Source: an optimization exercise on an open RTL-to-GDS flow (aim: small area and a short achievable clock period). Production flows keep margins and buffers that such runs may drop.
The RTL was checked by simulation tests, not by an equivalence proof against the original design.
Power figures rest on the tool's default switching activity, not on a simulated workload.

==> flow/design.v <==
module Mul20(
    input [19:0] a,
    input [19:0] b,
    output [19:0] p
);
  wire [20:0] bx = {b, 1'b0};
  reg [19:0] acc;
  integer i;
  reg one, two, neg;
  reg [20:0] m;
  always @(*) begin
    acc = 20'd0;
    for (i = 0; i < 10; i = i + 1) begin
      one = bx[2*i] ^ bx[2*i+1];
      two = (bx[2*i+2] & ~bx[2*i+1] & ~bx[2*i]) | (~bx[2*i+2] & bx[2*i+1] & bx[2*i]);
      neg = bx[2*i+2];
      m = ({21{one}} & {1'b0, a}) | ({21{two}} & {a, 1'b0});
      m = m ^ {21{neg}};
      acc = acc + ((m[19:0] << (2*i)) + ({19'd0, neg} << (2*i)));
    end
  end
  assign p = acc;
endmodule
module Divider #(parameter P1 = 1) (
    input clk,
    input [19:0] an,
    input [19:0] bn,
    input [19:0] a,
    input [19:0] b,
    output [19:0] quo
);
  wire [19:0] rem [0:10];
  wire [19:0] qb;
  reg  [2*P1-1:0] rem1_r, q1_r;
  assign rem[0] = 20'd0;
  wire [21:0] b3 = {2'b0, b} + {1'b0, b, 1'b0};
  genvar p;
  generate
    for (p = 1; p <= 10; p = p + 1) begin : pr
      localparam W = 2 * p;
      wire [19:0] a_s = (p <= P1) ? an : a;
      wire [21:0] m1 = (p <= P1) ? {2'b0, bn} : {2'b0, b};
      wire [21:0] m3 = (p <= P1) ? 22'd0 : b3;    
      wire [21:0] m2 = {m1[20:0], 1'b0};
      wire [19:0] rprev = (p == P1 + 1) ? {{(20-2*P1){1'b0}}, rem1_r} : rem[p-1];
      wire [W-1:0] r4;
      if (p == 1) begin : ra
        assign r4 = a_s[19:18];
      end else begin : rb
        assign r4 = {rprev[W-3:0], a_s[21-W:20-W]};
      end
      wire [W+1:0] t3 = (p <= P1) ? {2'b0, m1[W-1:0]} + {1'b0, m1[W-1:0], 1'b0} : {(W+2){1'b0}};
      wire c1, c2, c3;
      wire [W-1:0] d1, d2, d3;
      Cmp #(.K(W)) cmp1 (.r(r4), .m(m1[W-1:0]), .ge(c1), .d(d1));
      Cmp #(.K(W)) cmp2 (.r(r4), .m(m2[W-1:0]), .ge(c2), .d(d2));
      Cmp #(.K(W)) cmp3 (.r(r4), .m((p <= P1) ? t3[W-1:0] : m3[W-1:0]), .ge(c3), .d(d3));
      wire g1 = ~|m1[21:W] & c1;
      wire g2 = ~|m2[21:W] & c2;
      wire h3 = (p <= P1) ? (~|m1[21:W] & ~|t3[W+1:W]) : (~|m1[21:W-1] & ~m3[W]);
      wire g3 = h3 & c3;
      assign qb[21-W] = g2;
      assign qb[20-W] = g3 | (g1 & ~g2);
      assign rem[p] = g3 ? d3 : g2 ? d2 : g1 ? d1 : r4;
    end
  endgenerate
  always @(posedge clk) begin
    rem1_r <= rem[P1][2*P1-1:0];
    q1_r   <= qb[19:20-2*P1];
  end
  assign quo = {q1_r, qb[19-2*P1:0]};
endmodule
module Cmp #(parameter K = 4) (
    input [K-1:0] r,
    input [K-1:0] m,
    output ge,
    output [K-1:0] d
);
  localparam L = (K <= 2) ? 1 : (K <= 4) ? 2 : (K <= 8) ? 3 : (K <= 16) ? 4 : 5;
  wire [K-1:0] G [0:L];
  wire [K-1:0] P [0:L];
  wire [K-1:0] GD [0:L];
  wire [K-1:0] PD [0:L];
  genvar i, l;
  generate
    for (i = 0; i < K; i = i + 1) begin : pg
      if (i == 0) begin : c
        assign G[0][i] = r[i] | ~m[i];    
      end else begin : n
        assign G[0][i] = r[i] & ~m[i];
      end
      assign P[0][i] = r[i] | ~m[i];
    end
    for (l = 0; l < L; l = l + 1) begin : up
      for (i = 0; i < K; i = i + 1) begin : bt
        if (((i + 1) % (2 << l)) == 0) begin : cmb
          assign G[l+1][i] = G[l][i] | (P[l][i] & G[l][i - (1 << l)]);
          assign P[l+1][i] = P[l][i] & P[l][i - (1 << l)];
        end else begin : pass
          assign G[l+1][i] = G[l][i];
          assign P[l+1][i] = P[l][i];
        end
      end
    end
    for (l = L - 1; l >= 0; l = l - 1) begin : dn
      for (i = 0; i < K; i = i + 1) begin : bt
        if ((((i + 1) % (2 << l)) == (1 << l)) && (i >= (2 << l))) begin : cmb
          assign GD[l][i] = GD[l+1][i] | (PD[l+1][i] & GD[l+1][i - (1 << l)]);
          assign PD[l][i] = PD[l+1][i] & PD[l+1][i - (1 << l)];
        end else begin : pass
          assign GD[l][i] = GD[l+1][i];
          assign PD[l][i] = PD[l+1][i];
        end
      end
    end
    assign GD[L] = G[L];
    assign PD[L] = P[L];
    wire [K:0] C = {GD[0], 1'b1};
    assign ge = C[K];
    for (i = 0; i < K; i = i + 1) begin : o
      assign d[i] = r[i] ^ (~m[i] ^ C[i]);
    end
  endgenerate
endmodule
module MipsMain(
    input clk,
    input reset,
    input [19:0] instruction,
    output [19:0] pc,
    output [19:0] writedata
);
  wire [3:0] op  = instruction[19:16];
  wire [3:0] rs  = instruction[15:12];
  wire [3:0] rt  = instruction[11:8];
  wire [3:0] rd  = instruction[7:4];
  wire [2:0] fn  = instruction[2:0];
  wire [7:0] imm = instruction[7:0];
  wire isR   = (op == 4'd0);
  wire isLW  = (op == 4'd1);
  wire isSW  = (op == 4'd2);
  wire isBEQ = (op == 4'd3);
  wire regwrite = isR | isLW;
  wire [3:0] wa = isR ? rd : rt;
  reg [19:0] pc_r, A, B, D;
  reg [7:0] bofs;       
  wire [19:0] Dv = D;
  reg [19:0] R [0:15];
  reg [19:0] M [0:31];
  assign pc = pc_r;
  assign writedata = Dv;
  genvar gj, gm;
  wire [19:0] simm = {{12{imm[7]}}, imm};
  wire [19:0] asum = A + simm;
  wire [19:0] add  = A + B;
  wire [19:0] sub  = A - B;
  wire [19:0] mul;
  Mul20 mul1 (.a(A), .b(B), .p(mul));
  wire [19:0] quo;
  wire [4:0] maddr = A[4:0] + imm[4:0];
  wire [31:0] msel = 32'd1 << maddr;
  wire [19:0] mrd;
  generate
    for (gj = 0; gj < 20; gj = gj + 1) begin : mcol
      wire [31:0] t;
      for (gm = 0; gm < 32; gm = gm + 1) begin : w
        assign t[gm] = M[gm][gj] & msel[gm];
      end
      assign mrd[gj] = |t;     
    end
  endgenerate
  wire fR = isR & ~reset;
  wire [8:0] dsel = {
    isSW & ~reset,                             
    isLW & ~reset,                             
    fR & (fn == 3'd7),                         
    fR & (fn == 3'd6),                         
    fR & (fn == 3'd5),                         
    fR & (fn == 3'd4),                         
    fR & (fn == 3'd3),                         
    (fR & (fn == 3'd2)) | (isBEQ & ~reset),    
    fR & (fn == 3'd1)                          
  };
  wire [19:0] dnext;
  generate
    for (gj = 0; gj < 20; gj = gj + 1) begin : dcol
      wire [8:0] t = dsel & {asum[gj], mrd[gj], A[gj] ^ B[gj], A[gj] | B[gj],
                             A[gj] & B[gj], quo[gj], mul[gj], sub[gj], add[gj]};
      assign dnext[gj] = |t;
    end
  endgenerate
  wire taken = isBEQ & (A == B);
  wire [19:0] npc = pc_r + 20'd1 + {12'd0, bofs};
  always @(posedge clk) begin
    pc_r <= reset ? 20'd0 : npc;
    bofs <= taken ? imm : 8'd0;
  end
  wire [15:0] sa = 16'd1 << rs;
  wire [15:0] sb = 16'd1 << rt;
  wire [19:0] rA, rB;
  generate
    for (gj = 0; gj < 20; gj = gj + 1) begin : rcol
      wire [15:0] ta, tb;
      for (gm = 0; gm < 16; gm = gm + 1) begin : w
        assign ta[gm] = R[gm][gj] & sa[gm];
        assign tb[gm] = R[gm][gj] & sb[gm];
      end
      assign rA[gj] = |ta;
      assign rB[gj] = |tb;
    end
  endgenerate
  wire fwdA = (isR & (rd == rs)) | (isLW & (rt == rs));
  wire fwdB = isR & (rd == rt) | isLW;
  wire [19:0] An = (fwdA ? Dv : rA) & {20{~reset}};
  wire [19:0] Bn = (fwdB ? Dv : rB) & {20{~reset}};
  always @(posedge clk) begin
    A <= An;
    B <= Bn;
    D <= dnext;
  end
  wire [19:0] rwd = Dv & {20{~reset}};
  wire [15:0] rdh = 16'd1 << rd;
  wire [15:0] rth = sb;
  integer i;
  always @(posedge clk) begin
    for (i = 0; i < 16; i = i + 1)
      if (reset | (isR & rdh[i]) | (isLW & rth[i])) R[i] <= rwd;
  end
  wire [19:0] mw0 = B & {20{~reset}};
  wire [19:0] mw1 = B | {20{reset}};
  integer m;
  always @(posedge clk) begin
    for (m = 0; m < 32; m = m + 1)
      if (reset | (isSW & msel[m]))
        M[m] <= (mw1 & m) | (mw0 & ~m);
  end
  Divider div1 (.clk(clk), .an(An), .bn(Bn), .a(A), .b(B), .quo(quo));
endmodule
export LEC_CHECK = 0
export ABC_AREA = 1
export CAP_MARGIN = 20
export CORE_MARGIN = 2
export CORE_UTILIZATION = 40
export CTS_BUF_LIST = sky130_fd_sc_hd__clkbuf_16
export CTS_CLUSTER_DIAMETER = 80
export CTS_CLUSTER_SIZE = 24
export SLEW_MARGIN = 20
export TNS_END_PERCENT = 0
create_clock -name core_clock -period 50.0 [get_ports {clk}]
standard.sh (not shown) runs the stock make flow with config.mk's settings and CLKGATE_MAP_FILE= SYNTH_SCRIPT=/design/flow/synth_recipe.tcl, a recipe that flattens the netlist after the stock synthesis.
==> flow/flow/run.sh <==
#!/bin/bash
# The standard layout (standard.sh), with its timing repair steps aiming for
# a setup slack margin instead of zero slack.
set -uo pipefail
export SETUP_SLACK_MARGIN=37
bash standard.sh > standard.log 2>&1
status=$?
cp -r orfs/logs logs_orfs 2>/dev/null
exit $status
Then changed:
--- a/flow/design.v
+++ b/flow/design.v
@@ -77,47 +77,33 @@
     output [K-1:0] d
 );
   localparam L = (K <= 2) ? 1 : (K <= 4) ? 2 : (K <= 8) ? 3 : (K <= 16) ? 4 : 5;
   wire [K-1:0] G [0:L];
   wire [K-1:0] P [0:L];
-  wire [K-1:0] GD [0:L];
-  wire [K-1:0] PD [0:L];
   genvar i, l;
   generate
     for (i = 0; i < K; i = i + 1) begin : pg
       if (i == 0) begin : c
         assign G[0][i] = r[i] | ~m[i];    
       end else begin : n
         assign G[0][i] = r[i] & ~m[i];
       end
       assign P[0][i] = r[i] | ~m[i];
     end
-    for (l = 0; l < L; l = l + 1) begin : up
+    for (l = 0; l < L; l = l + 1) begin : lv
       for (i = 0; i < K; i = i + 1) begin : bt
-        if (((i + 1) % (2 << l)) == 0) begin : cmb
-          assign G[l+1][i] = G[l][i] | (P[l][i] & G[l][i - (1 << l)]);
-          assign P[l+1][i] = P[l][i] & P[l][i - (1 << l)];
+        if ((i >> l) & 1) begin : cmb
+          localparam integer J = ((i >> l) << l) - 1;
+          assign G[l+1][i] = G[l][i] | (P[l][i] & G[l][J]);
+          assign P[l+1][i] = P[l][i] & P[l][J];
         end else begin : pass
           assign G[l+1][i] = G[l][i];
           assign P[l+1][i] = P[l][i];
         end
       end
     end
-    for (l = L - 1; l >= 0; l = l - 1) begin : dn
-      for (i = 0; i < K; i = i + 1) begin : bt
-        if ((((i + 1) % (2 << l)) == (1 << l)) && (i >= (2 << l))) begin : cmb
-          assign GD[l][i] = GD[l+1][i] | (PD[l+1][i] & GD[l+1][i - (1 << l)]);
-          assign PD[l][i] = PD[l+1][i] & PD[l+1][i - (1 << l)];
-        end else begin : pass
-          assign GD[l][i] = GD[l+1][i];
-          assign PD[l][i] = PD[l+1][i];
-        end
-      end
-    end
-    assign GD[L] = G[L];
-    assign PD[L] = P[L];
-    wire [K:0] C = {GD[0], 1'b1};
+    wire [K:0] C = {G[L], 1'b1};
     assign ge = C[K];
     for (i = 0; i < K; i = i + 1) begin : o
       assign d[i] = r[i] ^ (~m[i] ^ C[i]);
     end
   endgenerate
@@ -139,12 +125,11 @@
   wire isLW  = (op == 4'd1);
   wire isSW  = (op == 4'd2);
   wire isBEQ = (op == 4'd3);
   wire regwrite = isR | isLW;
   wire [3:0] wa = isR ? rd : rt;
-  reg [19:0] pc_r, A, B, D;
-  reg [7:0] bofs;       
+  reg [19:0] pc_r, npc, A, B, D;
   wire [19:0] Dv = D;
   reg [19:0] R [0:15];
   reg [19:0] M [0:31];
   assign pc = pc_r;
   assign writedata = Dv;
@@ -187,14 +172,17 @@
                              A[gj] & B[gj], quo[gj], mul[gj], sub[gj], add[gj]};
       assign dnext[gj] = |t;
     end
   endgenerate
   wire taken = isBEQ & (A == B);
-  wire [19:0] npc = pc_r + 20'd1 + {12'd0, bofs};
+  wire [19:0] npc1 = npc + 20'd1;
+  wire [19:0] npcb = npc1 + {12'd0, imm};
+  wire [8:0]  rstb = {1'b0, imm} + 9'd1;
   always @(posedge clk) begin
     pc_r <= reset ? 20'd0 : npc;
-    bofs <= taken ? imm : 8'd0;
+    if (reset) npc <= taken ? {11'd0, rstb} : 20'd1;
+    else       npc <= taken ? npcb : npc1;
   end
   wire [15:0] sa = 16'd1 << rs;
   wire [15:0] sb = 16'd1 << rt;
   wire [19:0] rA, rB;
   generate
Core utilization shrinks by 0.61 points. First-iteration DRC count increases by 2.3%. Maximum frequency barely changes. Non-clock buffer count fell by 81. Routed wire length grows by 1.4%. Design area decreases by 1.1%. Worst setup slack gets better by 27 ps. Total power decreases by 3.3%.

port drivers added, routing unchanged:
In the flow no input, the clock included, has a driving cell. The finished layouts below were timed again as built, in two steps. Step 1 sets driving cells, clkbuf_16 on the clock port and buf_2 on the other inputs (assumed; they add their load-dependent delay and slew). Step 2 times the ports against the registers' clock, not the clock port: input delays grow and output delays shrink by t, the midpoint of the rising clock arrivals with the driver on. a / b / c = ideal ports / drivers / drivers and shift; a / b = the first two.
run | t, ns | setup slack, ns | latest minus earliest clock arrival (ns)
the first run | 0.737 | 36.614 / 36.650 / 35.913 | 0.044 / 0.044
the second run | 0.748 | 36.641 / 36.685 / 35.937 | 0.073 / 0.073
After both steps every run listed still meets setup and hold. For the second run, which loses most, drivers alone change the setup slack by +0.044 ns; drivers and shift together by -0.704 ns.
